Source: an optimization exercise on an open RTL-to-GDS flow (aim: small area and a short achievable clock period). Production flows keep margins and buffers that such runs may drop.
Only simulation tests tie the RTL to the original design; equivalence was not proved.

lane 1:
==> flow/design.v <==
`timescale 1ns / 10ps
module a_filter_approx(
    input [31:0] x_in,
    input clk,
    input [5:0] reset,
    output [31:0] y_out);
    reg [31:0] y1, y2, y3, y4, y5, y6;
    reg [31:0] j2;
    reg [31:0] i3n, i4n, i5n, i6n;
    function [41:0] add42;
        input [41:0] a, b;
        reg [41:0] g, p, x;
        integer i, l;
        begin
            x = a ^ b;
            g = a & b;
            p = x;
            for (l = 0; l < 6; l = l + 1)
                for (i = 41; i >= 0; i = i - 1)
                    if (((i >> l) & 1) && (i >= (1 << l))) begin
                        g[i] = g[i] | (p[i] & g[((i >> l) << l) - 1]);
                        p[i] = p[i] & p[((i >> l) << l) - 1];
                    end
            add42 = x ^ {g[40:0], 1'b0};
        end
    endfunction
    function [83:0] csa42;
        input [41:0] a, b, c;
        begin
            csa42 = {{(a[40:0] & b[40:0]) | (a[40:0] & c[40:0]) | (b[40:0] & c[40:0]), 1'b0},
                     a ^ b ^ c};
        end
    endfunction
    wire [83:0] c1a = csa42({y1, 10'b1111111110},
                            {6'b111111, ~y1[31], {3{y1[31]}}, y1[30:0], 1'b0},
                            {6'b0, y1[31], ~y1[30:0], 4'b1111});
    wire [83:0] c1b = csa42(c1a[41:0], c1a[83:42], {x_in, 10'b0});
    wire [41:0] n1 = c1b[41:0] + c1b[83:42];
    wire [83:0] c2a = csa42({5'd0, y1, 5'b11111}, {5'd0, j2, 5'b00010}, {5'd0, y2, 5'd0});
    wire [83:0] c2b = csa42(c2a[41:0], c2a[83:42], {5'd0, 4'b1111, y2[31], ~y2[30:0], 1'b1});
    wire [83:0] c2c = csa42(c2b[41:0], c2b[83:42], {5'd0, 4'b0000, y2[31], ~y2[31], ~y2[30:0]});
    wire [41:0] n2 = c2c[41:0] + c2c[83:42];
    wire [41:0] nj = add42({5'd0, 2'b11, ~y1[31], y1[30:0], 3'd0},
                          {5'd0, 2'b00, ~y1[31], {3{y1[31]}}, y1[30:0]});
    function [41:0] sec34;
        input [31:0] u, in, o;
        reg [83:0] r0, r1, r2;
        begin
            r0 = csa42({u, 10'h3ff}, {in, 10'h3ff}, {o, 10'h001});
            r1 = csa42(r0[41:0], r0[83:42], {9'h1ff, o[31], ~o[30:0], 1'b1});
            r2 = csa42(r1[41:0], r1[83:42], {9'h000, o[31], ~o[31], ~o[30:0]});
            sec34 = add42(r2[41:0], r2[83:42]);
        end
    endfunction
    wire [41:0] n3 = sec34(y2, i3n, y3);
    wire [41:0] n4 = sec34(y3, i4n, y4);
    function [41:0] sec56;
        input [31:0] u, in, o;
        reg [83:0] r0, r1;
        begin
            r0 = csa42({6'd0, u, 4'b1111}, {6'd0, in, 4'b1111},
                       {6'd0, 3'b111, ~o[31], o[30:0], 1'b1});
            r1 = csa42(r0[41:0], r0[83:42], {6'd0, 3'b000, ~o[31], o[31], o[30:0]});
            sec56 = add42(r1[41:0], r1[83:42]);
        end
    endfunction
    wire [41:0] n5 = sec56(y4, i5n, y5);
    wire [41:0] n6 = sec56(y5, i6n, y6);
    always @(posedge clk) begin
        y1 <= reset[0] ? 32'd0 : n1[41:10];
        y2 <= reset[1] ? 32'd0 : n2[36:5];
        j2 <= reset[1] ? 32'd0 : nj[36:5];
        y3 <= reset[2] ? 32'd0 : n3[41:10];
        i3n <= ~(reset[2] ? 32'd0 : y2);
        y4 <= reset[3] ? 32'd0 : n4[41:10];
        i4n <= ~(reset[3] ? 32'd0 : y3);
        y5 <= reset[4] ? 32'd0 : n5[35:4];
        i5n <= ~(reset[4] ? 32'd0 : y4);
        y6 <= reset[5] ? 32'd0 : n6[35:4];
        i6n <= ~(reset[5] ? 32'd0 : y5);
    end
    assign y_out = y6;
endmodule
export LEC_CHECK = 0
export ABC_AREA = 1
export CAP_MARGIN = 20
export CORE_MARGIN = 2
export CORE_UTILIZATION = 40
export CTS_CLUSTER_DIAMETER = 100
export CTS_CLUSTER_SIZE = 22
export GPL_TIMING_DRIVEN = 1
export SETUP_SLACK_MARGIN = 5
export SLEW_MARGIN = 20
export BUFFER_PORTS_ARGS = -buffer_cell sky130_fd_sc_hd__buf_2
create_clock -name core_clock -period 10.0 [get_ports {clk}]
standard.sh (not shown) runs the stock make flow with config.mk's settings and CLKGATE_MAP_FILE= SYNTH_SCRIPT=/design/flow/synth_recipe.tcl, a recipe that flattens the netlist after the stock synthesis.
==> flow/flow/run.sh <==
#!/bin/bash
set -e
echo 'export BUFFER_PORTS_ARGS = -buffer_cell sky130_fd_sc_hd__buf_2' >> config.mk
bash standard.sh > standard.log 2>&1
Changes in lane 2 relative to lane 1:
Settings: GPL_TIMING_DRIVEN removed (was 1).
==> flow/flow/run.sh <==
#!/bin/bash
set -e
echo 'export BUFFER_PORTS_ARGS = -buffer_cell sky130_fd_sc_hd__buf_2' >> config.mk
sed 's/SETUP_SLACK_MARGIN=5 /SETUP_SLACK_MARGIN=6.0 /' standard.sh > standard_m.sh
grep -o "SETUP_SLACK_MARGIN=[0-9.]*" standard_m.sh > margin.txt
bash standard_m.sh > standard.log 2>&1
==> run notes <==
Largest clock skew in the final design: lane 2 vs lane 1 down 0.0055 ns
Compared lane 1 against lane 2.
Relative to lane 1, worst setup slack has gone up in lane 2.
Width of the die came out exactly the same in lane 2 and lane 1.
For the register-to-register slack, lane 2 came in 0.09 ns higher than lane 1 did.
Lane 1 -> lane 2: number of nets in the synthesized netlist delta 0, exact match
Lane 2 vs. lane 1: met3 wirelength from detailed routing fell by 5.5%, remaining max-slew budget at the tightest pin decreased by 0.72 points relative to the old numbers.
As far as final wirelength is concerned, lane 2 and lane 1 perform about the same.
Diff lane 2..lane 1 | initial antenna violation count | unchanged
From lane 1 to lane 2, die area did not move at all.
Edits applied to the flow inputs when going from lane 2 to lane 3:
==> flow/flow/run.sh <==
#!/bin/bash
set -e
echo 'export BUFFER_PORTS_ARGS = -buffer_cell sky130_fd_sc_hd__buf_2' >> config.mk
sed 's/SETUP_SLACK_MARGIN=5 /SETUP_SLACK_MARGIN=6.7 /' standard.sh > standard_m.sh
grep -o "SETUP_SLACK_MARGIN=[0-9.]*" standard_m.sh > margin.txt
bash standard_m.sh > standard.log 2>&1
Notes after the runs:
Comparing lane 2 with lane 3, the post-route antenna net violation count came out essentially unchanged.
Layout buffer count excluding clock buffers, lane 3 vs lane 2: up by more than 100%
When the final numbers for lane 3 and lane 2 were put side by side, the final period utilization turned out to be greater in lane 2.
Measured against each other, lane 3 and lane 2 differ in final setup slack of the worst path, the higher figure coming from lane 3.
Delta (lane 3 minus lane 2): met3 global-route usage increased by 0.21 points relative to the old numbers, total buffers and inverters traversed by the critical path up 1, via density per instance moved up.
diff inputs: lane 3 => lane 4
==> flow/flow/run.sh <==
#!/bin/bash
set -e
echo 'export BUFFER_PORTS_ARGS = -buffer_cell sky130_fd_sc_hd__buf_2' >> config.mk
sed 's/SETUP_SLACK_MARGIN=5 /SETUP_SLACK_MARGIN=6.3 /' standard.sh > standard_m.sh
grep -q 'SETUP_SLACK_MARGIN=6.3 ' standard_m.sh
bash standard_m.sh > standard.log 2>&1
Results
- First element of the critical path = y2[11]$_SDFF_PP0_: lane 4; first element of the critical path = y2[1]$_SDFF_PP0_: lane 3
- Hold slack improves in lane 4 relative to lane 3.
- Final-layout clock-cell area share delta for lane 4 relative to lane 3: 0.53 points higher
- Required time at the worst-slack endpoint across lane 4 and lane 3: no real change.
- Any difference in count of buffers from port buffering between lane 3 and lane 4 is small enough to ignore.
- Changes observed in lane 4 relative to lane 3: share of final-layout standard cells stronger than drive strength 1 now sits lower, share of cell area taken by flip-flops and latches up 1.8 points.
Setup changes, lane 4 to lane 5
==> flow/flow/run.sh <==
#!/bin/bash
set -e
echo 'export BUFFER_PORTS_ARGS = -buffer_cell sky130_fd_sc_hd__buf_2' >> config.mk
sed 's/SETUP_SLACK_MARGIN=5 /SETUP_SLACK_MARGIN=7.0 /' standard.sh > standard_m.sh
grep -o "SETUP_SLACK_MARGIN=[0-9.]*" standard_m.sh > margin.txt
bash standard_m.sh > standard.log 2>&1
Results
- Diff lane 4 -> lane 5: endpoint required time on the critical path increased 0.04 ns.
- Register area: lane 5 higher than lane 4
- Compared with lane 4, in lane 5 number of cells on the critical path went down 3, end-of-flow core utilization went up 9.5 points, hold violation count in the final report held.
- Going from lane 4 to lane 5, the via count was found to have gone up by about 7%.
- Comparing lane 5 with lane 4, the number of instances in the synthesized netlist came out essentially unchanged.

==> re-timing with driven ports <==
Ports are ideal in the flow. The routed layouts listed here were re-timed in OpenROAD.
Step 1 (the two cells are an assumption about what drives the block):
set clk [get_ports {clk}]
set_driving_cell -lib_cell sky130_fd_sc_hd__clkbuf_16 $clk
set_driving_cell -lib_cell sky130_fd_sc_hd__buf_2 [delete_from_list [all_inputs] $clk]
Step 2 adds t to the input delays and takes it off the output delays; t is the mean of the earliest and latest rising clock arrival at the registers after step 1. Input paths then give back, and output paths get back, about the clock's delay inside the block.
Three values: ideal ports, drivers, drivers and shift; two values: the first two.
| run | t, ns | setup WS [ns] | slew at the worst register clock pin (ns) | pins driven straight from the clock port |
|---|---|---|---|---|
| lane 1 | 0.647 | 6.121 / 6.121 / 5.572 | 0.10 / 0.10 | 1 |
| lane 2 | 0.647 | 6.175 / 6.207 / 5.574 | 0.10 / 0.10 | 1 |
| lane 3 | 0.645 | 6.485 / 6.485 / 5.871 | 0.10 / 0.10 | 1 |
| lane 4 | 0.661 | 6.423 / 6.423 / 5.818 | 0.10 / 0.10 | 1 |
| lane 5 | 0.672 | 6.471 / 6.494 / 5.822 | 0.10 / 0.10 | 1 |
After both steps setup and hold are still met in every run listed. For lane 5, which loses most, drivers alone change the setup slack by +0.023 ns; drivers and shift together by -0.649 ns.
